Context: an optimization exercise on an open-source flow, tuned for small area. The choices shown serve that exercise and are no tape-out recipe.
Where RTL was checked, it was by simulation tests only, not by an equivalence proof against the original.
The RTL of run 2 was laid out without a check of its function.
Power and IR drop assume default switching activity.

$ cat design/flow/design.v
module ppm_decoder(clk, rst, ppm, ch_flat);
input logic clk;
input logic rst;
input logic ppm;
output logic [155:0] ch_flat;
logic [11:0] ch [0:12];
logic [11:0] ch1 [0:12];
logic [11:0] ch2 [0:12];
logic [11:0] ch3 [0:12];
genvar gi;
generate
	for (gi = 0; gi < 13; gi = gi + 1) begin : g_flat
		assign ch_flat[gi*12 +: 12] = ch[gi];
	end
endgenerate
logic [63:0] micros;
logic [63:0] t0;
wire [63:0] dt = micros - t0;
logic last_ppm;
logic [3:0] chi;
integer i;
always @(posedge clk) begin
	if(~rst) begin
		for (i = 0; i < 13; i = i + 1) begin
			ch[i] <= 12'b0;
			ch1[i] <= 12'b0;
			ch2[i] <= 12'b0;
			ch3[i] <= 12'b0;
		end
		micros <= 64'b0;
		t0 <= 64'b0;
		last_ppm <= 1'b1;
		chi <= 4'b0;
	end else begin
		last_ppm <= ppm;
		if(ppm & ~last_ppm) begin
			t0 <= micros;
			if(dt > 5000) begin
				chi <= 4'b0;
			end else if(chi < 4'd13) begin
				ch[chi] <= (
					(ch1[chi] <= ch2[chi]) && (ch2[chi] <= ch3[chi]) ? ch2[chi] :
					(ch1[chi] <= ch3[chi]) && (ch3[chi] <= ch2[chi]) ? ch3[chi] :
					(ch2[chi] <= ch1[chi]) && (ch1[chi] <= ch3[chi]) ? ch1[chi] :
					(ch2[chi] <= ch3[chi]) && (ch3[chi] <= ch1[chi]) ? ch3[chi] :
					(ch3[chi] <= ch1[chi]) && (ch1[chi] <= ch2[chi]) ? ch1[chi] :
					                                                   ch2[chi]
				);
				ch1[chi] <= (
					dt[11:0] < 1000 ? 12'd0 :
					dt[11:0] >= 2000 ? 12'd999 :
					dt[11:0] - 1000
				);
				ch2[chi] <= ch1[chi];
				ch3[chi] <= ch2[chi];
				chi <= chi + 1;
			end else begin
				chi <= chi + 1;
			end
		end
		micros <= micros + 1;
	end
end
endmodule
$ cat design/flow/config.mk
export PLATFORM = sky130hd
export DESIGN_NAME = ppm_decoder
export DESIGN_NICKNAME = ppm_decoder
export VERILOG_FILES = /design/flow/design.v
export SDC_FILE = /design/flow/constraint.sdc
export NUM_CORES = 4
export LEC_CHECK = 0
export CAP_MARGIN = 20
export CORE_MARGIN = 2
export CORE_UTILIZATION = 40
export SLEW_MARGIN = 20
$ cat design/flow/run.sh
#!/bin/bash
# synth_recipe.tcl (not shown) runs the flow's synth.tcl, then flattens the netlist and writes it again
# the make line also repeats each setting of config.mk as NAME=value (left out here)
make -C /OpenROAD-flow-scripts/flow DESIGN_CONFIG=/design/flow/config.mk WORK_HOME=/design/flow/orfs CLKGATE_MAP_FILE= SYNTH_SCRIPT=/design/flow/synth_recipe.tcl finish
$ cat design/flow/constraint.sdc
create_clock -name core_clock -period 10.0 [get_ports {clk}]
set_input_delay 2.0000 -clock core_clock [delete_from_list [all_inputs] [get_ports {clk}]]
set_output_delay 2.0000 -clock core_clock [all_outputs]
set_load 0.01 [all_outputs]
==> results of run 1 <==
==> critical path, stage by stage, from the launching register on <==
cell and delay, ns:
dfxtp_1 0.34, inv_1 0.07, ha_1 0.18, inv_1 0.06, fa_1 0.42, a211oi_1 0.37, o21ai_1 0.20, a22oi_1 0.48
a21oi_1 0.26, a2111oi_0 0.48, o2111ai_1 0.25, nor4_1 0.68, nand4_4 0.56, buf_4 0.58, o21ai_4 0.78, buf_4 0.63
==> stage by stage <==
step	cell area (um2)	total power, uW	instances	hold WS (ns)	setup WS, ns
detailed placement	45700	4810	4938	0.447	3.40
CTS	48500	8060	5106	0.455	3.36
finish	48500	8020	5106	0.453	3.23
floorplan	42800	4530	3616	0.436	2.60
global route	48500	8260	5106	0.470	2.86
global placement	45700	4810	4938	0.442	3.37
==> synth_stat cells, types with 5 or more instances <==
cell / number / area, um2
nand3_1: 59 / 295
nand4_1: 59 / 369
and4_1: 8 / 70.1
buf_2: 48 / 240
a21o_1: 24 / 180
nor2_1: 151 / 567
o221a_2: 6 / 67.6
nor3_2: 32 / 320
nand2_1: 311 / 1170
mux2_2: 25 / 282
a2111oi_0: 8 / 70.1
inv_1: 150 / 563
dfxtp_1: 137 / 2740
a221oi_1: 7 / 61.3
o2111ai_1: 11 / 96.3
o211ai_1: 19 / 143
nor4_1: 10 / 62.6
o31ai_1: 7 / 52.6
xor2_1: 45 / 394
nor3_1: 615 / 3080
clkbuf_1: 210 / 788
a21boi_0: 7 / 52.6
or3_1: 25 / 156
edfxtp_1: 732 / 22000
mux4_2: 156 / 3510
a211oi_1: 11 / 82.6
ha_1: 106 / 1330
a21oi_1: 181 / 906
o21a_1: 26 / 195
o221ai_1: 9 / 78.8
buf_1: 22 / 82.6
and3_1: 21 / 131
nand2b_1: 10 / 62.6
mux2i_1: 30 / 300
o21bai_1: 5 / 37.5
and2_1: 9 / 56.3
o21ai_1: 39 / 195
or2_2: 8 / 50.1
a31oi_1: 12 / 75.1
nor2b_1: 9 / 56.3
o21ai_0: 102 / 510
o22ai_1: 9 / 56.3
buf_4: 24 / 180
xnor2_1: 37 / 324
==> power groups by stage <==
| stage | clock (uW) | combinational (uW) | sequential (uW) |
|---|---|---|---|
| floorplan | 0 | 363 | 4170 |
| global placement | 0 | 656 | 4150 |
| detailed placement | 0 | 656 | 4150 |
| CTS | 3330 | 659 | 4080 |
| global route | 3470 | 706 | 4090 |
| finish | 3280 | 663 | 4080 |
==> registers in the layout (all words and copies together), names as in the netlist, named ones only <==
register,count
t0,64
micros,64
last_ppm,1
ch2,192
chi,4
ch,156
ch3,192
ch1,192
==> logic make-up (layout without fill, tap and decap cells) <==
| kind of cell | after synthesis | count (layout) | share of synthesized area, % |
|---|---|---|---|
| and+or+nand+nor | 1345 | 1345 | 15.5 |
| DFF | 869 | 869 | 57.8 |
| AOI/OAI and AO/OA | 527 | 527 | 7.76 |
| buffers and inverters | 459 | 558 | 4.45 |
| muxes | 211 | 211 | 9.58 |
| adders and majority gates | 107 | 107 | 3.15 |
| xor gates and xnor gates | 82 | 82 | 1.68 |
| other | 1 | 16 | 0.00877 |
==> per-layer routing <==
metal  part of all wire [%]  routed length [um]  global-route usage, %  up-vias
li1                       -                   -                      -    13700
met1                     42               54200                   33.3    15400
met2                     47               60700                   36.9     1336
met3                    7.8               10000                   3.34      235
met4                    2.8                3650                   6.88        0
met5                      0                   0                      0        -
==> worst max path at each step <==
stage,start,to,slack (ns),cells past startpoint
floorplan,micros[0],ch1[2][0],2.60,16
global placement,register,ch[0][3],3.37,18
detailed placement,micros[0],ch1[4][6],3.40,15
CTS,micros[0],ch3[4][10],3.36,15
global route,micros[0],ch3[4][10],2.86,15
finish,micros[0],ch3[4][10],3.23,15
==> area by class of cell <==
class | instances | area share [%]
Clock buffer | 114 | 4.93
Clock inverter | 54 | 0.946
Tap cell | 1391 | 3.59
Sequential cell | 869 | 51.0
Timing Repair Buffer | 240 | 4.59
Multi-Input combinational cell | 2288 | 33.8
Inverter | 150 | 1.17
==> cell usage in the layout, fill, tap and decap left out, types with 16 or more instances in the layout <==
cell type / instances
clkdlybuf4s50_1: 157
xnor2_1: 37
nor3_1: 612
nor2_1: 151
xor2_1: 45
a21oi_1: 181
mux4_2: 156
o21a_1: 26
nor3_2: 35
edfxtp_1: 732
and3_1: 21
mux2_2: 25
inv_1: 149
conb_1: 16
ha_1: 106
or3_1: 25
nand3_1: 59
dfxtp_1: 133
o21ai_1: 33
o211ai_1: 19
clkbuf_16: 92
clkinv_1: 27
clkbuf_1: 21
nand2_1: 299
mux2i_1: 30
nand4_1: 59
a21o_1: 24
o21ai_0: 93
buf_4: 79
==> results.txt, run 1 <==
Reg power frac between 50% and 60%; CTS root buffer clkbuf_16; Sequential Area between 0.02 and 0.025 mm2; Worst Hold Launch t0[10]; worst-path fanout max 69; critical path capture point type register; status no timing/DRC/antenna violations; GPL Wtd Cong between 0.9 and 1; Worst R2R End ch3[4][10]; share of layout cells above drive strength 1 13.1%; total net switching power 1940 uW; RSZ-0062 raised after global routing no; Logic pwr share ~8.3%; vias in the first global route 29,600; Post-DRT Antenna Nets 0; Top-Level Pins 159; Worst IR Drop VDD 0.000158 V; PortBufs 158; clock latency (worst-skew pair) 0.69 ns; CTS Hold Bufs 0; Worst Hold Class reg2reg; Final Hold Viols 0; Unique masters post-synth 84; area of the multi-input gates 0.0164 mm2; fmax around 0.15 GHz; die height 331 um; first-pass GRT wire length 192,000 um; CTS Buffer Depth 3; FILL cells approximately 9,700; largest net degree at the start of global routing 210; Primary FF master, synth edfxtp_1; Synth Cell Area 0.0427 mm2; post-cts sizing count 0; post-DP HPWL 74,300 um; kind of critical path reg2reg; WP data required 10.30 ns; Period Utilization, post-route 67.7%; Int Power roughly 6000 uW; n_diodes 0; internal reg-to-reg setup slack 3.23 ns; fin nets 3,751; Cells after Synth 3,601; flops & latches, synth 869; Synth async-reset ratio 0%; final worst path period need 6.77 ns; Final setup viols 0; max cap viols 0; postcts setup bufs 0; Sw Share around a quarter; DRT Wirelength 129,000 um; die footprint 0.109 mm2; CTS tree built; Layout area overhead 13.5%; CTS Buf Count 92; Worst-path clk slew about 0.06 ns; Core Region 0.106 mm2; Max Slew Vio Count 0; post-synthesis sequential area ratio 57.8%; Post-Syn Area per Cell between 10 and 15 um2; worst hold endpoint t0[10]; initial DRC count ~3,500; Power Dens Cells between 150 and 200 mW/mm2; vias per cell 6.00; DRC Markers 0; Die Wd 331 um; Leakage 0.0159 uW; Rows 119; DR vias 30,600; post-route setup TNS 0 ns; clk sink count between 800 and 900; H-tree Lvls 3; Final Skew 0.0569 ns; reg2reg path depth 15; YS warnings 1; CP startpoint kind register; Worst Path Arrival 7.07 ns; wire per inst between 20 and 30 um; worst slew pin tran 1.11 ns; total global routing overflow 0; Slew Limit Headroom 25.8%; Final Util 45.9%; Clock power frac 40.9%; FF-to-FF Start micros[0]; initial antenna violation count 1; initial core utilization 40.4%; hold-critical path depth 2; Post-synth EDFFs 732; Initial DRT Pass Iterations 6; gr usage total 23.3%
==> inputs of run 2 (changes only) <==
==> design/flow/design.v (replaced) <==
module ppm_decoder(clk, rst, ppm, ch_flat);
input logic clk;
input logic rst;
input logic ppm;
output logic [155:0] ch_flat;
logic [9:0] ch [0:12];
logic [9:0] pm [0:12];
logic [9:0] h1 [0:12];
logic [9:0] h2 [0:12];
genvar gi;
generate
	for (gi = 0; gi < 13; gi = gi + 1) begin : g_flat
		assign ch_flat[gi*12 +: 12] = {2'b00, ch[gi]};
	end
endgenerate
logic [12:0] dt;
logic last_ppm;
logic [3:0] chi;
wire edge_p = ppm & ~last_ppm;
wire sync = dt > 13'd5000;
wire we = edge_p & ~sync & (chi < 4'd13);
wire [11:0] d12 = dt[11:0];
wire [9:0] x = (d12 < 12'd1000) ? 10'd0 :
               (d12 >= 12'd2000) ? 10'd999 :
               d12[9:0] + 10'd24;  
wire [9:0] a = h1[chi];
wire [9:0] b = h2[chi];
wire ab = a <= b;
wire xa = x <= a;
wire xb = x <= b;
wire [9:0] med = (xa ^ xb) ? x : ((ab ^ xa) ? b : a);
wire [12:0] wr;
wire [12:0] keep;
genvar gc;
generate
	for (gc = 0; gc < 13; gc = gc + 1) begin : g_ch
		assign wr[gc] = rst & we & (chi == gc);
		assign keep[gc] = rst & ~(we & (chi == gc));
		always @(posedge clk) begin
			ch[gc] <= ({10{wr[gc]}} & pm[gc]) | ({10{keep[gc]}} & ch[gc]);
			pm[gc] <= ({10{wr[gc]}} & med) | ({10{keep[gc]}} & pm[gc]);
			h1[gc] <= ({10{wr[gc]}} & x) | ({10{keep[gc]}} & h1[gc]);
			h2[gc] <= ({10{wr[gc]}} & h1[gc]) | ({10{keep[gc]}} & h2[gc]);
		end
	end
endgenerate
always @(posedge clk) begin
	if (~rst) begin
		dt <= 13'd0;
		last_ppm <= 1'b1;
		chi <= 4'd0;
	end else begin
		last_ppm <= ppm;
		if (edge_p) begin
			dt <= 13'd1;
			if (sync) chi <= 4'd0;
			else chi <= chi + 4'd1;
		end else if (!sync) begin
			dt <= dt + 13'd1;
		end
	end
end
endmodule
==> run 2 against run 1 <==
  * Core utilization is 2.4 points higher
  * Critical path depth is 1 higher
  * Power is 46% lower
  * Clock skew is 0.034 ns lower
  * First-iteration DRC count is 55% lower
  * Sequential share of layout area is 5.3 points lower
  * Cell area is 51% lower
  * Non-clock buffer count is 42 lower
  * Global-route usage is 3.4 points higher
  * Flip-flop and latch count is 331 lower
  * Clock-buffer cell count is 41 lower
  * Synthesized cell count is 46% lower
  * Critical path type unchanged
  * Largest power group unchanged
  * Highest routed layer is now met5
==> results.txt, run 2 <==
Slew Limit Headroom 21.8%; Cells after Synth 1,958; postcts setup bufs 0; met2 GRT Util 41.2%; initial core utilization 40.4%; Initial DRT Pass Iterations 8; Synth Cell Area 0.0197 mm2; die footprint 0.0512 mm2; post-route setup TNS 0 ns; CTS tree built; vias in the first global route ~15,000; kind of critical path reg2reg; top cells by area, synth dfxtp_1, a22o_1, nand2_1; Post-Syn Area per Cell 10.1 um2; Synth async-reset ratio 0%; H-tree Lvls 2; dpl ws about 3.3 ns; Worst Hold Class reg2reg; Period Utilization, post-route 65.2%; DRT Wirelength 68,600 um; clk sink count 538; top cell type's share of synthesized area 54.5%; flops & latches, synth 538; fmax about 0.15 GHz; WP data required around 10 ns; CP startpoint kind register; Post-Layout Cell Count roughly 2,700; Core Region a little under 0.05 mm2; post-DP HPWL 44,400 um; met3 track demand over resource roughly 5.7%; most instantiated library cell after synthesis dfxtp_1; initial DRC count about 1,600; Leakage 0.00860 uW; Unique masters post-synth approximately 70; post-cts sizing count 0; Top-Level Pins 159; initial antenna violation count 1; Die Wd 226 um; Final Skew roughly 0.023 ns; worst slew pin tran 1.17 ns; max cap viols 0; GPL Wtd Cong 0.916; Placed Instances 2,648; Final setup viols 0; Post-synth top cells dfxtp_1, a22o_1, nand2_1, clkbuf_1, o21ai_0; first-pass GRT wire length 101,000 um; CTS Buf Count 55; Rows 81; commonest non-fill, non-tap cell in the layout dfxtp_1; Post-DRT Antenna Nets 0; critical path capture point type register; Worst-path clk slew 0.06 ns; total global routing overflow 0; DRC Markers 0; Synth area leader dfxtp_1; Worst Path Arrival 6.98 ns; YS warnings 5; CTS root buffer clkbuf_16; DR vias about 16,000; final worst path period need about 6.5 ns; worst-path fanout max 22; fin nets 2,082; n_diodes 0; final worst slack 3.48 ns; PortBufs between 100 and 150; Primary FF master, synth dfxtp_1; final hold slack about 0.45 ns; vias per cell 5.90; Power Dens Cells around 180 mW/mm2; post-synthesis sequential area ratio 54.5%; share of layout cells above drive strength 1 about a tenth; Post-synth EDFFs 0; M1 GR Usage a little over a third; Final Hold Viols 0; wire per inst 25.0 um; die height 226 um; most frequent cells in the layout dfxtp_1, a22o_1, nand2_1, clkdlybuf4s50_1, o21ai_0; Worst IR Drop VDD 0.000128 V; clock latency (worst-skew pair) 0.63 ns; largest net degree at the start of global routing 41; CTS Hold Bufs 0; Design Power 4310 uW; Layout area overhead 19.6%; CTS Buffer Depth 3; gr usage total 26.7%; RSZ-0062 raised after global routing no; GR peak layer met2; Max Slew Vio Count 0; status no timing/DRC/antenna violations
[run 2: cell types whose count changed in the layout (fill, tap and decap cells not counted), sizes merged, moves of 123 or more]
cell / previous run / this run
a21oi: 183 / 32
a22o: 1 / 339
dfxtp: 137 / 538
edfxtp: 732 / 0
mux4: 156 / 0
nor2: 151 / 28
nor3: 647 / 7
[run 2: where the power goes]
group / switching [uW] / total, uW / internal, uW
Clock: 899 / 2080 / 1180
Combinational: 68.6 / 80.9 / 12.2
Sequential: 1.79 / 2150 / 2140
Total: 970 / 4310 / 3340
[run 2: critical path, stage by stage (launching register included)]
cell and delay (ns):
dfxtp_1 1.10, nand3b_1 0.93, o41ai_2 0.20, buf_4 0.36
a221oi_1 0.15, o211ai_1 0.32, ha_1 0.36, and3_1 0.22
a221o_1 0.35, a21oi_1 0.22, o31ai_1 0.12, a211oi_2 0.39
a41oi_4 0.09, mux2i_2 0.27, a222oi_1 0.72, buf_4 0.41
o21ai_0 0.12
[run 2: logic make-up after synthesis]
| kind of cell | Yosys count | share of synthesized area [%] |
|---|---|---|
| fa+ha+maj | 37 | 2.34 |
| compound gates | 734 | 27.7 |
| buf+inv | 231 | 5.22 |
| mux | 10 | 0.558 |
| flops | 538 | 54.5 |
| xor+xnor | 17 | 0.754 |
| other cells | 1 | 0.0190 |
| simple gates | 390 | 8.86 |
[run 2: path summary, 6_finish.rpt]
check / start / cells after the start / endpoint / slack [ns]
worst max-delay path: chi[3] / 16 / pm[12][9] / 3.48
worst min-delay path: pm[8][1] / 2 / pm[8][1] / 0.45
worst max register to register: chi[3] / 16 / pm[12][9] / 3.48
worst min register to register: pm[8][1] / 2 / pm[8][1] / 0.45
[run 2: cell type report]
class                   count  area (um2)
fillers                  4597       25200
flip-flops and latches    538       10800
multi-input cells        1214        8250
repair buffers            198        1810
clock buffers              73        1520
well taps                 664         831
clock inverters            27         293
inverters                  35         131
[run 2: per-layer routing]
metal	routed length [um]	vias up
li1	-	7314
met1	29300	7905
met2	30300	812
met3	6210	178
met4	2750	2
met5	13	-
[run 2: stage by stage]
step           area, um2  utilization (%)
4_1_cts            23600             48.3
5_1_grt            23600             48.3
2_1_floorplan      19800                -
6_report           23600             48.3
3_3_place_gp       21800             44.5
3_5_place_dp       21800             44.6
==> inputs of run 3 (changes only) <==
--- a/design/flow/design.v
+++ b/design/flow/design.v
@@ -14,19 +14,27 @@
 	end
 endgenerate
-logic [12:0] dt;
+logic [9:0] v;
+logic [2:0] ph;
 logic last_ppm;
 logic [3:0] chi;
 wire edge_p = ppm & ~last_ppm;
-wire sync = dt > 13'd5000;
+wire sync = ph[2] & ph[1];
 wire we = edge_p & ~sync & (chi < 4'd13);
-wire [11:0] d12 = dt[11:0];
-wire [9:0] x = (d12 < 12'd1000) ? 10'd0 :
-               (d12 >= 12'd2000) ? 10'd999 :
-               d12[9:0] + 10'd24;  
+wire v_wrap = (v == 10'd999) | (ph == 3'd5);
+wire x_hi = (ph == 3'd2) | (ph == 3'd3) | ((ph == 3'd4) & (v < 10'd96));
+wire [9:0] x = (ph == 3'd1) ? v : (x_hi ? 10'd999 : 10'd0);
 wire [9:0] a = h1[chi];
 wire [9:0] b = h2[chi];
-wire ab = a <= b;
-wire xa = x <= a;
-wire xb = x <= b;
+function automatic logic le10(input logic [9:0] p, input logic [9:0] q);
+	logic r;
+	integer k;
+	r = 1'b1;
+	for (k = 0; k < 10; k = k + 1)
+		r = (p[k] == q[k]) ? r : q[k];
+	le10 = r;
+endfunction
+wire ab = le10(a, b);
+wire xa = le10(x, a);
+wire xb = le10(x, b);
 wire [9:0] med = (xa ^ xb) ? x : ((ab ^ xa) ? b : a);
 wire [12:0] wr;
@@ -47,5 +55,6 @@
 always @(posedge clk) begin
 	if (~rst) begin
-		dt <= 13'd0;
+		v <= 10'd0;
+		ph <= 3'd0;
 		last_ppm <= 1'b1;
 		chi <= 4'd0;
@@ -53,9 +62,15 @@
 		last_ppm <= ppm;
 		if (edge_p) begin
-			dt <= 13'd1;
+			v <= 10'd1;
+			ph <= 3'd0;
 			if (sync) chi <= 4'd0;
 			else chi <= chi + 4'd1;
 		end else if (!sync) begin
-			dt <= dt + 13'd1;
+			if (v_wrap) begin
+				v <= 10'd0;
+				ph <= ph + 3'd1;
+			end else begin
+				v <= v + 10'd1;
+			end
 		end
 	end
==> design/flow/flow/run.sh (new file) <==
#!/bin/bash
# Own layout flow: the standard flow (standard.sh) with
#  - synthesis mapped by an area-oriented ABC script (flow/synth.tcl, flow/abc.script),
#  - minimum-size buffers on the ports,
#  - a clock tree of small buffers without dummy loads.
# Each tool's full output is in the ORFS logs under orfs/logs; make's own output is in
# flow_make.log in the work folder.
set -euo pipefail
W=$(pwd)
export OWN_WORK=$W
export OWN_ABC_SCRIPT=$W/flow/abc.script
CTS="-sink_clustering_enable -repair_clock_nets -dont_use_dummy_load"
CTS="$CTS -buf_list sky130_fd_sc_hd__clkbuf_4 -sink_clustering_size 8 -sink_clustering_max_diameter 40"
bash standard.sh \
  SYNTH_SCRIPT=$W/flow/synth.tcl \
  "BUFFER_PORTS_ARGS=-buffer_cell sky130_fd_sc_hd__buf_1" \
  "CTS_ARGS=$CTS" \
  finish > $W/flow_make.log 2>&1
==> design/flow/flow/abc.script (new file) <==
&get -n
&st
&dch
&nf -R 1000
&put
topo
dnsize -c
==> design/flow/flow/synth.tcl (new file) <==
# The standard synthesis (synth_recipe.tcl, unchanged), with ABC run on an
# area-oriented mapping script instead of ORFS's speed script. Only the
# combinational mapping differs: registers, their names and cells are the
# standard synthesis's.
proc abc {args} {
  set i [lsearch -exact $args -script]
  if {$i >= 0 && [info exists ::env(OWN_ABC_SCRIPT)]} {
    lset args [expr {$i + 1}] $::env(OWN_ABC_SCRIPT)
  }
  yosys abc {*}$args
}
source $::env(OWN_WORK)/synth_recipe.tcl
==> design/flow/standard.sh (new file) <==
#!/bin/bash
# synth_recipe.tcl (not shown) runs the flow's synth.tcl, then flattens the netlist and writes it again
# the make line also repeats each setting of config.mk as NAME=value (left out here)
make -C /OpenROAD-flow-scripts/flow DESIGN_CONFIG=/design/flow/config.mk WORK_HOME=/design/flow/orfs CLKGATE_MAP_FILE= SYNTH_SCRIPT=/design/flow/synth_recipe.tcl "${@:-finish}"
--- a/design/flow/config.mk
+++ b/design/flow/config.mk
@@ -8,4 +8,4 @@
 export CAP_MARGIN = 20
 export CORE_MARGIN = 2
-export CORE_UTILIZATION = 40
+export CORE_UTILIZATION = 45
 export SLEW_MARGIN = 20
removed: design/flow/run.sh
==> run 3 against run 2 <==
  * Fmax decreased by 19%
  * Area after synthesis is 7.7% lower
  * Still clean on timing, DRC and antenna
  * First-iteration DRC count down 12%
  * Combinational power rose by 140%
  * Critical path depth increased by 7
  * Die area fell by 18%
  * Largest power group unchanged
==> results.txt, run 3 <==
Post-Syn Area per Cell 10.4 um2; Worst R2R End pm[0][8]; CP startpoint kind register; most frequent cells in the layout dfxtp_1, nand2_1, a22o_1, o21ai_0, buf_1; Final setup viols 0; Worst-path clk slew 0.09 ns; Reg power frac between 60 and 70%; hold-critical path depth 1; Top-Level Pins 159; Placed Instances roughly 2,500; worst-path fanout max 27; post-route setup TNS 0 ns; fin nets 2,031; share of layout cells above drive strength 1 under 10%; Synth Cell Area 0.0182 mm2; total global routing overflow 0; first-pass GRT wire length 87,100 um; Final Skew 0.0592 ns; status no timing/DRC/antenna violations; total net switching power 851 uW; Synth area leader dfxtp_1; FF-to-FF Start chi[0]; internal reg-to-reg setup slack 1.94 ns; worst hold endpoint ch[12][4]; Worst Hold Launch pm[12][4]; Post-synth EDFFs 0; Int Power 2550 uW; Cells after Synth approximately 1,800; WP data required about 11 ns; CTS Buffer Depth 3; Sequential Area about 0.011 mm2; post-DP HPWL approximately 36,000 um; CTS Hold Bufs 0; initial antenna violation count 4; wire per inst 22.5 um; CTS root buffer clkbuf_4; kind of critical path reg2reg; final worst slack roughly 2 ns; commonest non-fill, non-tap cell in the layout dfxtp_1; post-cts sizing count 0; critical path capture point type register; Worst Path Arrival roughly 8.7 ns; DR WL met2 25,300 um; H-tree Lvls 3; final hold slack between 0.4 and 0.5 ns; Power Dens Cells 166 mW/mm2; Leakage 0.00735 uW; die footprint 0.0421 mm2; final worst path period need 8.06 ns; flops & latches, synth 538; vias in the first global route 14,000; Worst Hold Class reg2reg; YS warnings 5; worst slew pin tran 1.21 ns; Rows 73; M1 WL 26,400 um; DRC Markers 0; Sw Share 25.0%; largest net degree at the start of global routing 41; Post-synth top cells dfxtp_1, nand2_1, a22o_1, o21ai_0, a21oi_1; Max Slew Vio Count 0; reg2reg path depth 23; Final Hold Viols 0; Primary FF master, synth dfxtp_1; Unique masters post-synth 37; Initial DRT Pass Iterations 8; Post-Layout Cell Count roughly 2,500; clock latency (worst-skew pair) approximately 0.8 ns; initial core utilization 45.8%; postcts setup bufs 0; DR vias around 15,000; RSZ-0062 raised after global routing no; highest routed layer met4; dpl ws between 2 and 2.5 ns; CTS Buf Count roughly 80; routed wl met3 4200 um; PortBufs 132; GPL Wtd Cong 0.974; area of the multi-input gates 0.00741 mm2; most instantiated library cell after synthesis dfxtp_1; max cap viols 0; Slew Limit Headroom 19.0%; vias per cell 5.91; CTS tree built; Synth async-reset ratio 0%; die height 205 um; Post-DRT Antenna Nets 0; Layout area overhead 12.2%; Worst IR Drop VDD 0.0000771 V; Die Wd 205 um; FILL cells 3,801; Clock power frac 31.2%; Core Region 0.0398 mm2; DRT Wirelength 57,200 um; top cells by area, synth dfxtp_1, a22o_1, o21ai_0; fmax 0.124 GHz; top cell type's share of synthesized area approximately three fifths; clk sink count between 500 and 600; Period Utilization, post-route 80.6%; Logic pwr share 5.7%; initial DRC count 1,402; post-synthesis sequential area ratio 59.1%; gr usage total between 20% and 30%
run 3: power by group through the flow:
stage	Sequential (uW)	Clock (uW)	Combinational [uW]
6_report	2150	1060	195
4_1_cts	2150	1090	193
3_5_place_dp	2200	0	193
2_1_floorplan	2200	0	93.6
5_1_grt	2150	1190	205
3_3_place_gp	2200	0	189
run 3: kinds of logic (layout without fill, tap and decap cells):
logic type | count (synthesis) | after routing | share of synthesized area [%]
AND/OR/NAND/NOR | 421 | 421 | 9.72
AO/OA/AOI/OAI | 712 | 712 | 27.7
other | 1 | 27 | 0.0206
adder cells (fa/ha/maj) | 19 | 19 | 1.18
flip-flops | 538 | 538 | 59.1
XOR/XNOR | 8 | 8 | 0.384
buffers and inverters | 45 | 284 | 1.46
multiplexers | 8 | 8 | 0.439
run 3: per-stage QoR:
stage	instance area (um2)	total power (uW)	utilization, %
after floorplan	18300	2290	-
after global placement	19800	2390	49.7
after detailed placement	19800	2390	49.8
after CTS	20400	3430	51.3
after global routing	20400	3550	51.3
final	20400	3400	51.3
run 3: worst max-delay path by stage:
stage                start       end  slack [ns]
finish              chi[0]  pm[0][8]        1.94
global route        chi[0]  pm[4][8]        1.55
CTS                 chi[0]  pm[0][8]        2.03
detailed placement  chi[0]  pm[0][8]        2.09
global placement    chi[0]  pm[0][8]        2.20
floorplan           chi[0]  pm[0][1]        2.47
run 3: worst max-delay path: stages, from the launching register on:
cell and delay (ns):
dfxtp_1 0.42, clkinv_1 0.15, ha_1 0.32, and3_1 0.43, buf_4 0.29, nor4_1 0.29
nand3_1 0.74, a21oi_1 0.49, nand2b_1 0.09, maj3_1 0.35, maj3_1 0.36, maj3_1 0.37
maj3_1 0.36, maj3_1 0.36, maj3_1 0.36, maj3_1 0.36, maj3_1 0.36, maj3_1 0.37
xor2_1 0.15, buf_4 0.21, mux2i_1 0.15, a21oi_2 0.47, buf_4 0.31, o21ai_0 0.11
run 3: routing by layer:
layer	GRT usage, %	vias up
met3	4.81	90
met1	38.7	7221
li1	-	7116
met2	41.1	600
met5	0	-
met4	9.71	0
run 3: area by class of cell:
class	count	area share, %
antenna	1	0.0122
clock buffer	79	2.90
inverter	19	0.349
multi-input combinational	1194	36.3
sequential	538	52.7
tap	525	3.21
timing repair buffer	186	4.60
==> inputs of run 4 (changes only) <==
==> design/flow/design.v (replaced) <==
module ppm_decoder(clk, rst, ppm, ch_flat);
input logic clk;
input logic rst;
input logic ppm;
output logic [155:0] ch_flat;
logic [9:0] ch [0:12];
logic [9:0] pm [0:12];
logic [19:0] ring [0:12];  
genvar gi;
generate
	for (gi = 0; gi < 13; gi = gi + 1) begin : g_flat
		assign ch_flat[gi*12 +: 12] = {2'b00, ch[gi]};
	end
endgenerate
logic [9:0] v;
logic [2:0] ph;
logic last_ppm;
logic [3:0] chi;
wire edge_p = ppm & ~last_ppm;
wire sync = ph[2] & ph[1];
wire we = edge_p & ~sync & (chi < 4'd13);
wire v_wrap = (v == 10'd999) | (ph == 3'd5);
wire x_hi = (ph == 3'd2) | (ph == 3'd3) | ((ph == 3'd4) & (v < 10'd96));
wire [9:0] x = (ph == 3'd1) ? v : (x_hi ? 10'd999 : 10'd0);
logic [3:0] phase;
logic [3:0] sp;
logic sweep;
wire [3:0] rq = (chi < 4'd13) ? chi : 4'd0;
wire svc = (sp != rq) & (phase == sp);
wire [9:0] r_h1 = sweep ? 10'd0 : ring[0][9:0];
wire [9:0] r_h2 = sweep ? 10'd0 : ring[0][19:10];
wire [9:0] px = pm[phase];
function automatic logic le10(input logic [9:0] p, input logic [9:0] q);
	logic r;
	integer k;
	r = 1'b1;
	for (k = 0; k < 10; k = k + 1)
		r = (p[k] == q[k]) ? r : q[k];
	le10 = r;
endfunction
wire ab = le10(r_h1, r_h2);
wire xa = le10(px, r_h1);
wire xb = le10(px, r_h2);
wire [9:0] med = (xa ^ xb) ? px : ((ab ^ xa) ? r_h2 : r_h1);
wire [12:0] wr;
wire [12:0] sv;
wire [12:0] kc;
wire [12:0] kp;
genvar gc;
generate
	for (gc = 0; gc < 13; gc = gc + 1) begin : g_ch
		assign wr[gc] = rst & we & (chi == gc);
		assign sv[gc] = rst & svc & (phase == gc);
		assign kc[gc] = rst & ~(we & (chi == gc));
		assign kp[gc] = rst & ~(we & (chi == gc)) & ~(svc & (phase == gc));
		always @(posedge clk) begin
			ch[gc] <= ({10{wr[gc]}} & pm[gc]) | ({10{kc[gc]}} & ch[gc]);
			pm[gc] <= ({10{wr[gc]}} & x) | ({10{sv[gc]}} & med) | ({10{kp[gc]}} & pm[gc]);
		end
	end
endgenerate
integer k;
always @(posedge clk) begin
	for (k = 0; k < 12; k = k + 1)
		ring[k] <= ring[k + 1];
	ring[12] <= svc ? {r_h1, px} : {r_h2, r_h1};
end
always @(posedge clk) begin
	if (~rst) begin
		v <= 10'd0;
		ph <= 3'd0;
		last_ppm <= 1'b1;
		chi <= 4'd0;
		phase <= 4'd0;
		sp <= 4'd0;
		sweep <= 1'b1;
	end else begin
		last_ppm <= ppm;
		phase <= (phase == 4'd12) ? 4'd0 : phase + 4'd1;
		if (phase == 4'd12) sweep <= 1'b0;
		if (edge_p) begin
			v <= 10'd1;
			ph <= 3'd0;
			if (sync) begin
				chi <= 4'd0;
				sp <= 4'd0;
			end else begin
				chi <= chi + 4'd1;
			end
		end else if (!sync) begin
			if (v_wrap) begin
				v <= 10'd0;
				ph <= ph + 3'd1;
			end else begin
				v <= v + 10'd1;
			end
		end
		if (svc) sp <= (sp == 4'd12) ? 4'd0 : sp + 4'd1;
	end
end
endmodule
==> run 4 against run 3 <==
  * Still clean
  * Wire length decreased by 15%
  * Power increased by 10%
  * Clock-buffer cell count grew 4
  * Non-clock buffer count down 21
  * Area after synthesis shrank 6.7%
  * Critical path depth down 4
  * Clock skew grew 0.021 ns
  * Critical endpoint is now pm[6][6]
  * Largest cell class unchanged
  * Largest power group unchanged
  * Highest routed layer unchanged
==> results.txt, run 4 <==
Logic pwr share about 7.5%; die height 198 um; CP startpoint kind register; Cells after Synth about 1,400; Power Dens Cells 197 mW/mm2; Leakage 0.00707 uW; status no timing/DRC/antenna violations; H-tree Lvls 3; CTS Buffer Depth 3; post-synthesis sequential area ratio 64.4%; initial DRC count 1,287; Max Slew Vio Count 0; final worst path period need 5.97 ns; Regs by FF count ring x260, ch x130, pm x130; top cell type's share of synthesized area between 60 and 70%; dpl ws 3.70 ns; share of layout cells above drive strength 1 under 10%; critical path capture point type register; Reg power frac 64.1%; Post-synth EDFFs 0; flops & latches, synth 547; Final Skew around 0.080 ns; Worst-path clk slew 0.10 ns; Clock power frac 28.4%; initial core utilization 45.5%; WP data required roughly 11 ns; initial antenna violation count 1; clk sink count 547; Post-Layout Cell Count 2,196; RSZ-0062 raised after global routing no; total net switching power 944 uW; Worst IR Drop VDD 0.0000951 V; PortBufs between 100 and 150; reg2reg path depth 19; Sw Share 25.1%; die footprint approximately 0.04 mm2; Worst Hold Launch ring[11][8]; vias per cell ~5.9; first-pass GRT wire length 72,400 um; FF-to-FF Start phase[0]; worst-path fanout max 20; Slew Limit Headroom 20.4%; Period Utilization, post-route 59.7%; fin nets 1,706; DRC Markers 0; max FFs per register 260; gr usage total 24.5%; top cells by area, synth dfxtp_1, a221o_1, a22o_1; Post-Syn Area per Cell approximately 12 um2; total global routing overflow 0; clock latency (worst-skew pair) 0.79 ns; Rows 71; final worst slack 4.03 ns; largest net degree at the start of global routing 65; Final Hold Viols 0; worst hold endpoint ring[10][8]; Core Region 0.0374 mm2; CTS Buf Count between 80 and 90; worst slew pin tran approximately 1.2 ns; kind of critical path reg2reg; DR vias 12,900; postcts setup bufs 0; Top-Level Pins 159; CTS tree built; Worst Hold Class reg2reg; DRT Wirelength 48,500 um; YS warnings 4; GPL Wtd Cong between 0.8 and 0.9; Synth async-reset ratio 0%; fmax around 0.17 GHz; Layout area overhead 11.9%; Worst Path Arrival ~6.6 ns; Final setup viols 0; vias in the first global route 12,200; Int Power 2810 uW; commonest non-fill, non-tap cell in the layout dfxtp_1; post-DP HPWL 32,900 um; Worst R2R End pm[6][6]; post-cts sizing count 0; CTS Hold Bufs 0; internal reg-to-reg setup slack 4.03 ns; most instantiated library cell after synthesis dfxtp_1; most frequent cells in the layout dfxtp_1, nor2_1, a22o_1, buf_1, a221o_1; Synth area leader dfxtp_1; Placed Instances 2,110; hold-critical path depth 0; wire per inst 22.1 um; Synth Cell Area about 0.017 mm2; Unique masters post-synth 40; Initial DRT Pass Iterations 8; Post-DRT Antenna Nets 0; Primary FF master, synth dfxtp_1; post-route setup TNS 0 ns; max cap viols 0; Die Wd 198 um; CTS root buffer clkbuf_4; Largest Register ring; Post-synth top cells dfxtp_1, nor2_1, a22o_1, a221o_1, nand2_1
run 4: cell count changes in the layout (fill, tap and decap cells not counted), moves of 23 or more:
cell     delta
nor2_1    +149
o21ai_0   -244
a21oi_1    +23
a221o_1   +129
nand2_1   -253
a22o_1    -150
run 4: final cells by class:
cell class,instances,area (um2)
clock buffers,83,623
repair buffers,165,738
inverters,17,63.8
well taps,511,639
flip-flops and latches,547,11000
fillers,3451,18400
multi-input cells,872,6010
diodes,1,2.50
run 4: power groups by stage:
stage / Combinational [uW] / Sequential, uW / Clock (uW)
after floorplan: 162 / 2440 / 0
after global placement: 267 / 2450 / 0
after detailed placement: 271 / 2460 / 0
after CTS: 272 / 2410 / 1100
after global routing: 296 / 2430 / 1200
final: 282 / 2410 / 1070
run 4: how the worst max path moves through the flow:
stage | startpoint | to | depth (start not counted)
after floorplan | sweep | pm[10][6] | 17
after global placement | sweep | pm[10][6] | 17
after detailed placement | sweep | pm[5][6] | 18
after CTS | sweep | pm[5][6] | 18
after global routing | phase[0] | pm[5][6] | 19
final | phase[0] | pm[6][6] | 19
run 4: cells by family (layout without fill, tap and decap cells):
kind of cell / after synthesis / count (layout) / synth area share (%)
AO/OA/AOI/OAI: 431 / 431 / 21.2
flip-flops: 547 / 547 / 64.4
buffers and inverters: 43 / 265 / 1.52
other: 1 / 27 / 0.0221
XOR/XNOR: 19 / 19 / 0.979
adder cells (fa/ha/maj): 25 / 25 / 1.72
multiplexers: 11 / 11 / 0.655
AND/OR/NAND/NOR: 360 / 360 / 9.52
run 4: worst max-delay path, stage by stage, from the launching register on:
cell and delay (ns):
dfxtp_1 0.44, clkinv_1 0.13, ha_1 0.24, and2_0 0.42, nor4_1 0.44, nand3_1 0.64
o21ai_0 0.77, a22oi_1 0.18, a21oi_1 0.19, a221oi_1 0.06, o21ai_0 0.25, o221ai_1 0.15
a21oi_1 0.15, a21oi_1 0.10, xor2_2 0.66, mux2_1 0.38, nand2_1 0.06, o21ai_1 0.05
buf_4 0.22, a221o_1 0.33
run 4: layer usage:
metal	vias to the layer above	part of all wire (%)	GRT usage [%]
li1	5911	-	-
met1	6207	44	34.2
met2	641	42	35.0
met4	0	4.2	11.4
met5	-	0	0
met3	122	9.6	6.83
run 4: metrics by stage:
stage	utilization [%]	hold WS [ns]	power [uW]	instance area, um2
finish	50.9	0.283	3760	19000
global route	50.9	0.280	3920	19000
CTS	50.7	0.284	3780	18900
detailed placement	49.0	0.312	2730	18300
global placement	49.0	0.310	2720	18300
floorplan	-	0.310	2600	17100
==> inputs of run 5 (changes only) <==
==> design/flow/flow/run.sh (replaced) <==
#!/bin/bash
# Own layout flow: the standard flow (standard.sh) with
#  - synthesis mapped by an area-oriented ABC script (flow/synth.tcl, flow/abc.script);
#    registers, their names and cells are the standard synthesis's,
#  - the constant-0 outputs driven by one tie cell instead of one per port
#    (flow/merge_ties.tcl, run on the floorplan),
#  - minimum-size buffers on the ports,
#  - a clock tree of small buffers without dummy loads.
# Logs: make's output in flow_make_*.log, the tie step's in merge_ties.log, and each
# ORFS tool's full log under orfs/logs.
set -euo pipefail
W=$(pwd)
export OWN_WORK=$W
export OWN_ABC_SCRIPT=$W/flow/abc.script
CTS="-sink_clustering_enable -repair_clock_nets -dont_use_dummy_load"
CTS="$CTS -buf_list sky130_fd_sc_hd__clkbuf_4 -sink_clustering_size 9 -sink_clustering_max_diameter 45"
ARGS=(SYNTH_SCRIPT=$W/flow/synth.tcl
  "BUFFER_PORTS_ARGS=-buffer_cell sky130_fd_sc_hd__buf_1"
  "CTS_ARGS=$CTS")
bash standard.sh "${ARGS[@]}" floorplan > $W/flow_make_1.log 2>&1
R=$W/orfs/results/sky130hd/ppm_decoder/base
ODB_IN=$R/2_floorplan.odb ODB_OUT=$R/2_floorplan.odb \
  openroad -no_init -exit $W/flow/merge_ties.tcl > $W/merge_ties.log 2>&1
bash standard.sh "${ARGS[@]}" finish > $W/flow_make_2.log 2>&1
==> design/flow/flow/merge_ties.tcl (new file) <==
# Drive every constant-0 output from one tie cell instead of one tie cell per port.
read_db $::env(ODB_IN)
set block [ord::get_db_block]
set ties {}
foreach inst [$block getInsts] {
  if {[[$inst getMaster] getName] eq "sky130_fd_sc_hd__conb_1"} { lappend ties $inst }
}
puts "tie cells: [llength $ties]"
if {[llength $ties] > 1} {
  set keep [lindex $ties 0]
  set keepnet [[$keep findITerm LO] getNet]
  foreach t [lrange $ties 1 end] {
    set it [$t findITerm HI]
    if {$it ne "NULL" && [$it getNet] ne "NULL"} { puts "skip [$t getName]: HI used"; continue }
    set net [[$t findITerm LO] getNet]
    foreach bt [$net getBTerms] { $bt connect $keepnet }
    foreach it [$net getITerms] {
      if {[$it getInst] ne $t} { $it connect $keepnet }
    }
    odb::dbInst_destroy $t
    odb::dbNet_destroy $net
  }
}
set n 0
foreach inst [$block getInsts] { if {[[$inst getMaster] getName] eq "sky130_fd_sc_hd__conb_1"} { incr n } }
puts "tie cells now: $n, ports on tie net: [llength [$keepnet getBTerms]]"
write_db $::env(ODB_OUT)
--- a/design/flow/config.mk
+++ b/design/flow/config.mk
@@ -8,4 +8,4 @@
 export CAP_MARGIN = 20
 export CORE_MARGIN = 2
-export CORE_UTILIZATION = 45
+export CORE_UTILIZATION = 50
 export SLEW_MARGIN = 20
==> run 5 against run 4 <==
  * Still clean on timing, DRC and antenna
  * Critical path depth unchanged
  * Wire length fell by 3.0%
  * Worst hold slack improved by 0.041 ns
  * Largest cell class unchanged
==> results.txt, run 5 <==
initial antenna violation count 2; Post-synth top cells dfxtp_1, nor2_1, a22o_1, a221o_1, nand2_1; GPL Wtd Cong 0.895; Cells after Synth 1,437; M1 WL roughly 21,000 um; Top-Level Pins 159; Placed Instances between 2,000 and 2,500; vias per cell ~6; Layout area overhead 10.3%; status no timing/DRC/antenna violations; Synth area leader dfxtp_1; first-pass GRT wire length 70,800 um; wire per inst 22.5 um; RSZ-0062 raised after global routing no; Rows 67; Max Slew Vio Count 0; Unique masters post-synth 40; CTS root buffer clkbuf_4; H-tree Lvls 3; clk sink count 547; most instantiated library cell after synthesis dfxtp_1; max FFs per register 260; PortBufs roughly 130; Synth async-reset ratio 0%; total net switching power 920 uW; fin nets approximately 1,700; Final setup viols 0; Synth Cell Area 0.0170 mm2; WP data required 10.61 ns; Primary FF master, synth dfxtp_1; Period Utilization, post-route 59.5%; Post-Layout Cell Count 2,093; worst-path fanout max 20; internal reg-to-reg setup slack 4.05 ns; CTS Hold Bufs 0; postcts setup bufs 0; Worst-path clk slew 0.09 ns; Design Power 3680 uW; post-cts sizing count 0; highest routed layer met4; clock latency (worst-skew pair) 0.75 ns; fmax about 0.17 GHz; post-DP HPWL 31,700 um; most frequent cells in the layout dfxtp_1, nor2_1, a22o_1, buf_1, a221o_1; FILL cells 2,965; Worst Path Arrival 6.56 ns; final worst slack 4.05 ns; Slew Limit Headroom 15.4%; Final Hold Viols 0; Sequential Area 0.0110 mm2; worst slew pin tran 1.27 ns; YS warnings 4; initial DRC count 1,352; CP startpoint kind register; routed wl met3 about 4400 um; initial core utilization 50.7%; Regs by FF count ring x260, ch x130, pm x130; Worst IR Drop VDD 0.000104 V; vias in the first global route around 12,000; dpl ws 3.77 ns; final hold slack 0.323 ns; area of the multi-input gates approximately 0.0059 mm2; Initial DRT Pass Iterations 8; flops & latches, synth ~550; hold-critical path depth 0; Logic pwr share 7.7%; die height 188 um; die footprint 0.0355 mm2; Post-DRT Antenna Nets 0; CTS tree built; gr usage total 26.1%; Post-synth EDFFs 0; Largest Register ring; CTS Buffer Depth 3; CTS Buf Count 72; DRT Wirelength 47,000 um; total global routing overflow 0; critical path capture point type register; kind of critical path reg2reg; Die Wd 188 um; reg2reg path depth 19; post-route setup TNS 0 ns; top cells by area, synth dfxtp_1, a221o_1, a22o_1; post-synthesis sequential area ratio 64.4%; Final Skew 0.0548 ns; top cell type's share of synthesized area between 60% and 70%; Power Dens Cells 196 mW/mm2; DR WL met2 between 15,000 and 20,000 um; max cap viols 0; Worst Hold Class reg2reg; Reg power frac 65.4%; final worst path period need 5.95 ns; share of layout cells above drive strength 1 7.36%; Int Power 2760 uW; Post-Syn Area per Cell between 10 and 15 um2; Core Region between 0.03 and 0.04 mm2; Clock power frac between 20% and 30%; DR vias 12,700; Leakage 0.00693 uW; Sw Share 25.0%; largest net degree at the start of global routing 52; DRC Markers 0; commonest non-fill, non-tap cell in the layout dfxtp_1
run 5: cell counts after synthesis:
No cell type changed its count.
run 5: layout make-up:
cell class	count	share of cell area, %
antenna	2	0.0267
timing repair buffer	160	3.79
inverter	17	0.340
sequential	547	58.4
clock buffer	72	2.88
tap	448	2.99
multi-input combinational	847	31.6
run 5: critical path, stage by stage, from the launching register on:
cell	delay, ns
dfxtp_1	0.45
clkinv_1	0.13
ha_1	0.23
and2_0	0.43
nor4_1	0.43
nand3_1	0.63
o21ai_0	0.77
a22oi_1	0.19
a21oi_1	0.17
a221oi_1	0.06
o21ai_0	0.21
o221ai_1	0.14
a21oi_1	0.16
a21oi_1	0.12
xor2_2	0.63
mux2_1	0.38
nand2_1	0.07
o21ai_1	0.07
buf_4	0.23
a221o_1	0.33
run 5: power groups by stage:
stage                     combinational, uW  clock, uW  sequential [uW]
after global routing                    298       1110             2430
after CTS                               273       1030             2410
final                                   284        991             2410
after detailed placement                272          0             2460
after global placement                  268          0             2450
after floorplan                         162          0             2440
run 5: per-layer routing:
layer,vias to the layer above,track usage [%]
li1,5841,-
met4,0,8.62
met3,97,6.74
met5,-,0
met1,6081,38.1
met2,633,37.6
run 5: kinds of logic after synthesis:
kind of cell,synth area share [%]
other,0.0221
buffers and inverters,1.52
xor gates and xnor gates,0.979
AOI/OAI and AO/OA,21.2
and+or+nand+nor,9.52
DFF,64.4
muxes,0.655
adders and majority gates,1.72
run 5: path summary, 6_finish.rpt:
kind | from | endpoint
max | phase[0] | pm[11][6]
min | ring[5][15] | ring[4][15]
max reg2reg | phase[0] | pm[11][6]
min reg2reg | ring[5][15] | ring[4][15]
run 5: metrics by stage:
step | cell area, um2 | util, %
after detailed placement | 18200 | 54.1
after CTS | 18700 | 55.8
final | 18800 | 55.9
after global routing | 18800 | 55.9
after floorplan | 17100 | -
after global placement | 18100 | 54.0
==> inputs of run 6 (changes only) <==
--- a/design/flow/design.v
+++ b/design/flow/design.v
@@ -42,5 +42,8 @@
 wire xa = le10(px, r_h1);
 wire xb = le10(px, r_h2);
-wire [9:0] med = (xa ^ xb) ? px : ((ab ^ xa) ? r_h2 : r_h1);
+wire m_x = xa ^ xb;
+wire m_2 = ~m_x & (ab ^ xa);
+wire m_1 = ~m_x & ~(ab ^ xa);
+wire [9:0] med = ({10{m_x}} & px) | ({10{m_2}} & r_h2) | ({10{m_1}} & r_h1);
 wire [12:0] wr;
 wire [12:0] sv;
==> run 6 against run 5 <==
  * Still clean on timing, DRC and antenna
  * Register-to-register slack worse by 1.0 ns
  * Clock power fell by 0.5%
  * Global-route usage grew 0.63 points
  * Clock skew about the same
  * Wire length up 2.3%
  * Cell area down 0.47%
  * First-iteration DRC count grew 6.8%
  * Die area fell by 0.26%
  * Fmax down 15%
  * Largest cell class unchanged
==> results.txt, run 6 <==
Slew Limit Headroom a little over a quarter; Initial DRT Pass Iterations 6; Regs by FF count ring x260, ch x130, pm x130; Worst IR Drop VDD about 0.00010 V; initial core utilization 50.7%; internal reg-to-reg setup slack 3.03 ns; Post-Layout Cell Count 2,083; Period Utilization, post-route 69.7%; fmax 0.143 GHz; worst-path cell with the longest stage delay dfxtp_1; dpl ws 3.24 ns; share of layout cells above drive strength 1 7.17%; gr usage total 26.7%; Post-synth EDFFs 0; Leakage 0.00681 uW; post-DP HPWL 31,800 um; Power Dens Cells 194 mW/mm2; YS warnings 4; commonest non-fill, non-tap cell in the layout dfxtp_1; RSZ-0062 raised after global routing no; worst slew pin tran 1.11 ns; fin nets 1,654; kind of critical path reg2reg; critical path capture point type register; CTS Buf Count 72; postcts setup bufs 0; DRC Markers 0; flops & latches, synth 547; top cells by area, synth dfxtp_1, a221o_1, a22o_1; CTS Hold Bufs 0; Worst-path clk slew about 0.090 ns; Worst Path Arrival 7.56 ns; CTS root buffer clkbuf_4; clk sink count 547; Placed Instances roughly 2,000; final worst path period need ~7.0 ns; most frequent cells in the layout dfxtp_1, nor2_1, a22o_1, buf_1, a221o_1; most instantiated library cell after synthesis dfxtp_1; post-route setup TNS 0 ns; clock latency (worst-skew pair) around 0.74 ns; Top-Level Pins approximately 160; post-cts sizing count 0; Die Wd 188 um; most used cell, CP maj3_1; WP data required 10.58 ns; CP startpoint kind register; H-tree Lvls 3; Primary FF master, synth dfxtp_1; Post-Syn Area per Cell 11.9 um2; die footprint 0.0354 mm2; Worst Hold Class reg2reg; wire per inst 23.1 um; final worst slack 3.03 ns; Synth Cell Area between 0.015 and 0.02 mm2; Post-synth top cells dfxtp_1, nor2_1, a22o_1, a221o_1, nand2_1; Synth area leader dfxtp_1; vias per cell between 6 and 7; worst-path fanout max 20; max cap viols 0; CTS Buffer Depth 3; total global routing overflow 0; Rows 67; initial antenna violation count 3; DR vias between 10,000 and 15,000; Layout area overhead 10.1%; Design Power 3610 uW; first-pass GRT wire length 72,000 um; top cell type's share of synthesized area 64.6%; DRT Wirelength approximately 48,000 um; vias in the first global route 11,900; Largest Register ring; max FFs per register 260; CP peak stage delay 0.78 ns; CTS tree built; die height 188 um; post-synthesis sequential area ratio about 65%; Final Hold Viols 0; largest net degree at the start of global routing 56; status no timing/DRC/antenna violations; Max Slew Vio Count 0; Final setup viols 0; Synth async-reset ratio 0%; Unique masters post-synth 41; GPL Wtd Cong 0.924; Post-DRT Antenna Nets 0; Cells after Synth between 1,000 and 1,500; PortBufs 132; Final Skew around 0.055 ns; Core Region between 0.03 and 0.04 mm2; initial DRC count ~1,400; crit-path cells clkinv_1 -> nand2_1 -> nand2_1 -> maj3_1 -> maj3_1 -> maj3_1 -> maj3_1 -> maj3_1 -> maj3_1 -> maj3_1 -> maj3_1 -> maj3_1 -> xor2_1 -> nor2_1 -> a22oi_1 -> o21ai_2 -> a221o_1
run 6: layout make-up:
class	instances	area, um2
Fill cell	2936	14800
Sequential cell	547	11000
Multi-Input combinational cell	840	5860
Timing Repair Buffer	158	691
Tap cell	448	561
Clock buffer	72	541
Inverter	15	56.3
Antenna cell	3	7.51
run 6: report_power, final:
part	leakage [uW]	switching (uW)	internal [uW]
combinational	0.00205	170	51.4
sequential	0.00443	46.8	2360
clock	0.000331	653	333
total	0.00681	870	2740
run 6: kinds of logic (layout without fill, tap and decap cells):
family / count (synthesis) / count (layout) / synth area share, %
flip-flops: 547 / 547 / 64.6
AO/OA/AOI/OAI: 439 / 439 / 21.7
AND/OR/NAND/NOR: 352 / 352 / 9.31
buffers and inverters: 41 / 245 / 1.48
adder cells (fa/ha/maj): 26 / 26 / 1.79
XOR/XNOR: 20 / 20 / 1.03
multiplexers: 2 / 2 / 0.118
other: 1 / 4 / 0.0221
run 6: path summary, 6_finish.rpt:
| kind | cells past startpoint | endpoint | start |
|---|---|---|---|
| min | 0 | ring[8][16] | ring[9][16] |
| max | 17 | pm[10][3] | sweep |
| max reg2reg | 17 | pm[10][3] | sweep |
| min reg2reg | 0 | ring[8][16] | ring[9][16] |
run 6: metal layers:
metal / share of wire (%) / track usage (%) / routed length, um
met3: 9.4 / 6.06 / 4540
met4: 3.4 / 10.7 / 1620
met1: 46 / 39.2 / 22100
met5: 0 / 0 / 0
met2: 41 / 38.1 / 19800
run 6: stage by stage:
step                cell area (um2)  utilization [%]  hold slack, ns
detailed placement            18100             54.0           0.312
global placement              18100             54.0           0.310
floorplan                     17000                -           0.310
CTS                           18600             55.7           0.295
finish                        18700             55.8           0.308
global route                  18700             55.8           0.305
run 6: worst max-delay path, delay by kind of cell (launching register included):
kind	cells	cell delay, ns
and+or+nand+nor	3	0.63
xor gates and xnor gates	1	0.59
buffers and inverters	1	0.50
adders and majority gates	9	3.27
DFF	1	0.78
AOI/OAI and AO/OA	3	1.05
==> inputs of run 7 (changes only) <==
--- a/design/flow/config.mk
+++ b/design/flow/config.mk
@@ -9,3 +9,4 @@
 export CORE_MARGIN = 2
 export CORE_UTILIZATION = 50
+export PLACE_DENSITY = 0.75
 export SLEW_MARGIN = 20
==> run 7 against run 6 <==
  * Worst hold slack improved by 0.0076 ns
  * Clock skew increased by 0.028 ns
  * Critical endpoint is now pm[7][3]
  * Global-route usage decreased by 0.85 points
  * Highest routed layer unchanged
  * Flip-flop and latch count unchanged
  * First-iteration DRC count increased by 18%
  * Still clean
  * Final cell count decreased by 0.24%
  * Clock power about the same
  * Power about the same
==> results.txt, run 7 <==
status no timing/DRC/antenna violations; Worst IR Drop VDD 0.000102 V; vias per cell 6.19; clk sink count 547; top cell type's share of synthesized area ~65%; hold-critical path depth 0; CTS tree built; Period Utilization, post-route between 60 and 70%; Worst Hold Class reg2reg; Rows 67; DRC Markers 0; reg2reg path depth 17; Top-Level Pins 159; gr usage total 25.9%; worst-path fanout max 20; final worst path period need 6.93 ns; Post-synth top cells dfxtp_1, nor2_1, a22o_1, a221o_1, nand2_1; Final Util between 50% and 60%; fin nets 1,650; clock latency (worst-skew pair) 0.79 ns; met2 GRT Util about two fifths; Final Hold Viols 0; CP startpoint kind register; initial core utilization 50.7%; flops & latches, synth 547; WP data required 10.61 ns; Worst Path Arrival 7.54 ns; PortBufs ~130; postcts setup bufs 0; Max Slew Vio Count 0; Synth async-reset ratio 0%; total global routing overflow 0; wire per inst between 20 and 25 um; Leakage 0.00679 uW; die footprint approximately 0.035 mm2; CTS Buf Count 71; max FFs per register 260; worst slew pin tran approximately 1.1 ns; GPL Wtd Cong between 0.9 and 1; die height 188 um; Largest Register ring; most frequent cells in the layout dfxtp_1, nor2_1, a22o_1, buf_1, a221o_1; Core Region between 0.03 and 0.04 mm2; CTS root buffer clkbuf_4; Power Dens Cells slightly below 200 mW/mm2; GR peak layer met2; Worst-path clk slew 0.10 ns; share of layout cells above drive strength 1 6.88%; initial antenna violation count 2; final hold slack 0.315 ns; post-route setup TNS 0 ns; Post-synth EDFFs 0; most instantiated library cell after synthesis dfxtp_1; RSZ-0062 raised after global routing no; Synth area leader dfxtp_1; kind of critical path reg2reg; Cells after Synth 1,428; post-synthesis sequential area ratio 64.6%; top cells by area, synth dfxtp_1, a221o_1, a22o_1; H-tree Lvls 3; commonest non-fill, non-tap cell in the layout dfxtp_1; post-cts sizing count 0; largest net degree at the start of global routing 58; M1 GR Usage a little over a third; Die Wd roughly 190 um; Synth Cell Area 0.0170 mm2; critical path capture point type register; Final setup viols 0; DR vias 12,900; Regs by FF count ring x260, ch x130, pm x130; Primary FF master, synth dfxtp_1; first-pass GRT wire length 70,600 um; Initial DRT Pass Iterations 10; YS warnings 4; CTS Hold Bufs 0; Layout area overhead 9.92%; Unique masters post-synth 41; initial DRC count 1,705; fmax about 0.14 GHz; DRT Wirelength roughly 47,000 um; FILL cells 2,873; vias in the first global route 12,000; Final Skew 0.0830 ns; Slew Limit Headroom 23.5%; Post-Syn Area per Cell between 10 and 15 um2; Post-DRT Antenna Nets 0; post-DP HPWL 31,900 um; CTS Buffer Depth 3; max cap viols 0; met3 track demand over resource 6.06%
run 7: cell counts after synthesis:
No cell type changed its count.
run 7: critical path, cell delays in order, from the launching register on:
cell and delay (ns):
dfxtp_1 0.77, clkinv_1 0.51, nand2_1 0.22, nand2_1 0.07, maj3_1 0.37, maj3_1 0.36
maj3_1 0.36, maj3_1 0.36, maj3_1 0.36, maj3_1 0.35, maj3_1 0.34, maj3_1 0.38
maj3_1 0.38, xor2_1 0.58, nor2_1 0.33, a22oi_1 0.25, o21ai_2 0.32, a221o_1 0.43
run 7: report_power, final:
group          internal (uW)  leakage [uW]  switching (uW)
logic                   51.2       0.00203             164
clock network            328      0.000327             659
registers               2360       0.00443            54.0
total                   2740       0.00679             877
run 7: per-stage QoR:
stage	cell area (um2)	cells	setup slack [ns]	total power [uW]
global placement	18000	2004	3.34	2660
CTS	18600	2075	3.18	3640
floorplan	17000	1453	3.87	2570
detailed placement	18000	2004	3.27	2670
finish	18600	2078	3.07	3620
global route	18600	2078	2.74	3760
run 7: logic make-up after synthesis:
| kind of cell | share of synthesized area, % |
|---|---|
| adder cells (fa/ha/maj) | 1.79 |
| XOR/XNOR | 1.03 |
| buffers and inverters | 1.48 |
| multiplexers | 0.118 |
| flip-flops | 64.6 |
| AND/OR/NAND/NOR | 9.31 |
| AO/OA/AOI/OAI | 21.7 |
| other | 0.0221 |
run 7: final cells by class:
type,instances,area (um2),area share (%)
sequential,547,11000,58.8
timing repair buffer,155,688,3.69
clock buffer,71,533,2.86
multi-input combinational,840,5840,31.4
tap,448,561,3.01
inverter,15,56.3,0.302
antenna,2,5.00,0.0269
run 7: path summary, 6_finish.rpt:
kind	start	end	slack, ns
worst max-delay path	sweep	pm[7][3]	3.07
worst min-delay path	ring[7][5]	ring[6][5]	0.32
worst max register to register	sweep	pm[7][3]	3.07
worst min register to register	ring[7][5]	ring[6][5]	0.32
run 7: layer usage:
| layer | vias up | share of wire [%] |
|---|---|---|
| li1 | 5818 | - |
| met1 | 6158 | 42 |
| met2 | 740 | 44 |
| met3 | 140 | 9.9 |
| met4 | 0 | 4.1 |
| met5 | - | 0 |
==> inputs of run 8 (changes only) <==
--- a/design/flow/design.v
+++ b/design/flow/design.v
@@ -28,6 +28,6 @@
 wire [3:0] rq = (chi < 4'd13) ? chi : 4'd0;
 wire svc = (sp != rq) & (phase == sp);
-wire [9:0] r_h1 = sweep ? 10'd0 : ring[0][9:0];
-wire [9:0] r_h2 = sweep ? 10'd0 : ring[0][19:10];
+wire [9:0] r_h1 = ring[0][9:0];
+wire [9:0] r_h2 = ring[0][19:10];
 wire [9:0] px = pm[phase];
 function automatic logic le10(input logic [9:0] p, input logic [9:0] q);
@@ -67,5 +67,5 @@
 	for (k = 0; k < 12; k = k + 1)
 		ring[k] <= ring[k + 1];
-	ring[12] <= svc ? {r_h1, px} : {r_h2, r_h1};
+	ring[12] <= svc ? {r_h1, px} : (sweep ? 20'd0 : ring[0]);
 end
 always @(posedge clk) begin
==> run 8 against run 7 <==
  * Setup slack worse by 0.047 ns
  * Non-clock buffer count is 1 lower
  * Largest cell class unchanged
  * Synthesized cell count is 0.14% lower
  * Register-to-register slack worse by 0.05 ns
  * Fmax is 0.67% lower
  * Critical path depth is 3 higher
  * Core utilization is 0.082 points lower
  * Highest routed layer unchanged
  * Sequential power is 6% lower
  * Flip-flop and latch count stayed put
  * First-iteration DRC count is 8.6% higher
==> results.txt, run 8 <==
worst slew pin tran 1.21 ns; Power Dens Cells 191 mW/mm2; Initial DRT Pass Iterations 10; final worst slack 3.02 ns; Period Utilization, post-route a little over two thirds; total net switching power around 910 uW; Post-synth EDFFs 0; post-route setup TNS 0 ns; top cells by area, synth dfxtp_1, a221o_1, a22o_1; CP peak stage delay 0.82 ns; YS warnings 4; status no timing/DRC/antenna violations; die height 188 um; wire per inst 22.6 um; worst-path cell with the longest stage delay o21ai_0; CTS Buffer Depth 3; DRT Wirelength 46,900 um; fmax roughly 0.14 GHz; CTS root buffer clkbuf_4; Worst Path Arrival 7.55 ns; post-synthesis sequential area ratio 64.7%; max cap viols 0; Synth async-reset ratio 0%; top cell type's share of synthesized area around 65%; Worst-path clk slew about 0.1 ns; Worst IR Drop VDD 0.0000946 V; Largest Register ring; initial core utilization 50.6%; Logic pwr share 8.6%; Layout area overhead 9.95%; DRC Markers 0; GPL Wtd Cong around 1; H-tree Lvls 3; area of the multi-input gates 0.00574 mm2; Sw Share between 20 and 30%; Cells after Synth 1,426; Final setup viols 0; Sequential Area between 0.01 and 0.015 mm2; flops & latches, synth roughly 550; clock latency (worst-skew pair) 0.76 ns; Worst Hold Class reg2reg; postcts setup bufs 0; total global routing overflow 0; vias in the first global route 12,000; WP buf/inv 3; CTS tree built; Clock power frac 27.9%; Leakage 0.00673 uW; clk sink count 547; Synth Cell Area 0.0169 mm2; Slew Limit Headroom a little under a fifth; fin nets 1,650; most instantiated library cell after synthesis dfxtp_1; Primary FF master, synth dfxtp_1; initial DRC count 1,851; crit-path cells clkinv_1 -> ha_1 -> and2_0 -> nor4_1 -> nand3_1 -> o21ai_0 -> a22oi_1 -> a21oi_1 -> a221oi_1 -> o21ai_0 -> o221ai_1 -> a21oi_1 -> a21oi_1 -> xnor2_1 -> nor2b_1 -> a22oi_1 -> o21ai_1 -> buf_4 -> clkinv_1 -> o21ai_0; PortBufs 132; commonest non-fill, non-tap cell in the layout dfxtp_1; first-pass GRT wire length 70,600 um; critical path capture point type register; gr usage total 25.8%; Final Skew 0.104 ns; CTS Buf Count 74; Unique masters post-synth 39; largest net degree at the start of global routing 53; dpl ws ~3.5 ns; initial antenna violation count 1; RSZ-0062 raised after global routing no; Top-Level Pins 159; Max Slew Vio Count 0; Final Hold Viols 0; final worst path period need 6.98 ns; Die Wd 188 um; share of layout cells above drive strength 1 6.76%; Regs by FF count ring x260, ch x130, pm x130; Core Region around 0.033 mm2; vias per cell between 6 and 7; die footprint 0.0353 mm2; CTS Hold Bufs 0; CP startpoint kind register; most frequent cells in the layout dfxtp_1, nor2_1, a22o_1, buf_1, a221o_1; WP data required 10.58 ns; Synth area leader dfxtp_1; post-cts sizing count 0; FILL cells 2,828; Post-DRT Antenna Nets 0; Reg power frac 63.5%; max FFs per register 260; worst-path fanout max 20; Rows 67; CP delay by family, top compound AO/OA/AOI/OAI gates; Post-synth top cells dfxtp_1, nor2_1, a22o_1, a221o_1, nand2_1; post-DP HPWL 32,000 um; Post-Syn Area per Cell 11.9 um2; Int Power 2650 uW; DR vias 12,900; kind of critical path reg2reg
==> run 8: power by group through the flow <==
| stage | clock [uW] | sequential [uW] | combinational [uW] |
|---|---|---|---|
| after floorplan | 0 | 2300 | 185 |
| after global placement | 0 | 2310 | 277 |
| after detailed placement | 0 | 2310 | 286 |
| after CTS | 1020 | 2260 | 288 |
| after global routing | 1110 | 2260 | 320 |
| final | 994 | 2260 | 306 |
==> run 8: area by class of cell <==
class | instances | share of cell area (%)
Clock buffer | 74 | 2.99
Timing Repair Buffer | 154 | 3.66
Antenna cell | 1 | 0.0134
Sequential cell | 547 | 58.8
Tap cell | 448 | 3.01
Inverter | 32 | 0.645
Multi-Input combinational cell | 821 | 30.8
==> run 8: per-stage QoR <==
| stage | utilization, % | hold WS [ns] | total power [uW] | instance area [um2] | std cells |
|---|---|---|---|---|---|
| global placement | 53.8 | 0.310 | 2580 | 18000 | 2001 |
| CTS | 55.5 | 0.284 | 3560 | 18600 | 2075 |
| global route | 55.6 | 0.282 | 3690 | 18600 | 2077 |
| finish | 55.6 | 0.282 | 3560 | 18600 | 2077 |
| floorplan | - | 0.310 | 2480 | 17000 | 1451 |
| detailed placement | 53.8 | 0.312 | 2590 | 18000 | 2001 |
==> run 8: routing by layer <==
layer	vias up	GRT usage [%]	share of wire (%)
met5	-	0	0
met4	0	12.5	4.7
met3	166	6.29	11
met2	859	38.7	43
met1	6107	35.1	41
li1	5800	-	-
==> run 8: worst paths after layout <==
check             slack [ns]    endpoint  depth (start not counted)         from
setup / recovery        3.02    pm[4][4]                         20     phase[0]
setup reg to reg        3.02    pm[4][4]                         20     phase[0]
hold reg to reg         0.28  ring[9][1]                          0  ring[10][1]
hold / removal          0.28  ring[9][1]                          0  ring[10][1]
==> run 8: kinds of logic after synthesis <==
logic type	synth area share, %
simple gates	8.53
flops	64.7
fa+ha+maj	1.79
mux	0.532
compound gates	21.5
xor+xnor	1.03
buf+inv	1.86
other cells	0.0222

## port drivers added, routing unchanged
No port has a modelled driver above. Below, the same layouts with a new extraction and two added sets of constraints. Step 1 sets driving cells, clkbuf_16 on the clock port and buf_2 on the other inputs (assumed; they add their load-dependent delay and slew). Step 2 times the ports against the registers' clock, not the clock port: input delays grow and output delays shrink by t, the midpoint of the rising clock arrivals with the driver on. Slacks: ideal ports / drivers / drivers and shift; pairs: ideal ports / drivers.
run | t (ns) | setup slack, ns | clock arrival spread, ns | worst register clock-pin slew, ns | pins driven straight from the clock port
run 1 | 0.730 | 3.232 / 3.232 / 3.232 | 0.057 / 0.057 | 0.06 / 0.06 | 1
run 2 | 0.677 | 3.479 / 3.479 / 3.479 | 0.024 / 0.023 | 0.07 / 0.07 | 1
run 3 | 0.804 | 1.942 / 1.942 / 1.942 | 0.060 / 0.060 | 0.10 / 0.10 | 1
run 4 | 0.798 | 4.025 / 4.025 / 4.025 | 0.096 / 0.096 | 0.10 / 0.10 | 1
run 5 | 0.775 | 4.051 / 4.051 / 4.051 | 0.057 / 0.058 | 0.11 / 0.11 | 1
run 6 | 0.756 | 3.026 / 3.026 / 3.026 | 0.060 / 0.060 | 0.11 / 0.11 | 1
run 7 | 0.798 | 3.068 / 3.068 / 3.068 | 0.083 / 0.083 | 0.11 / 0.11 | 1
run 8 | 0.746 | 3.022 / 3.022 / 3.022 | 0.129 / 0.129 | 0.11 / 0.11 | 1
After both steps setup and hold are still met in every run listed.
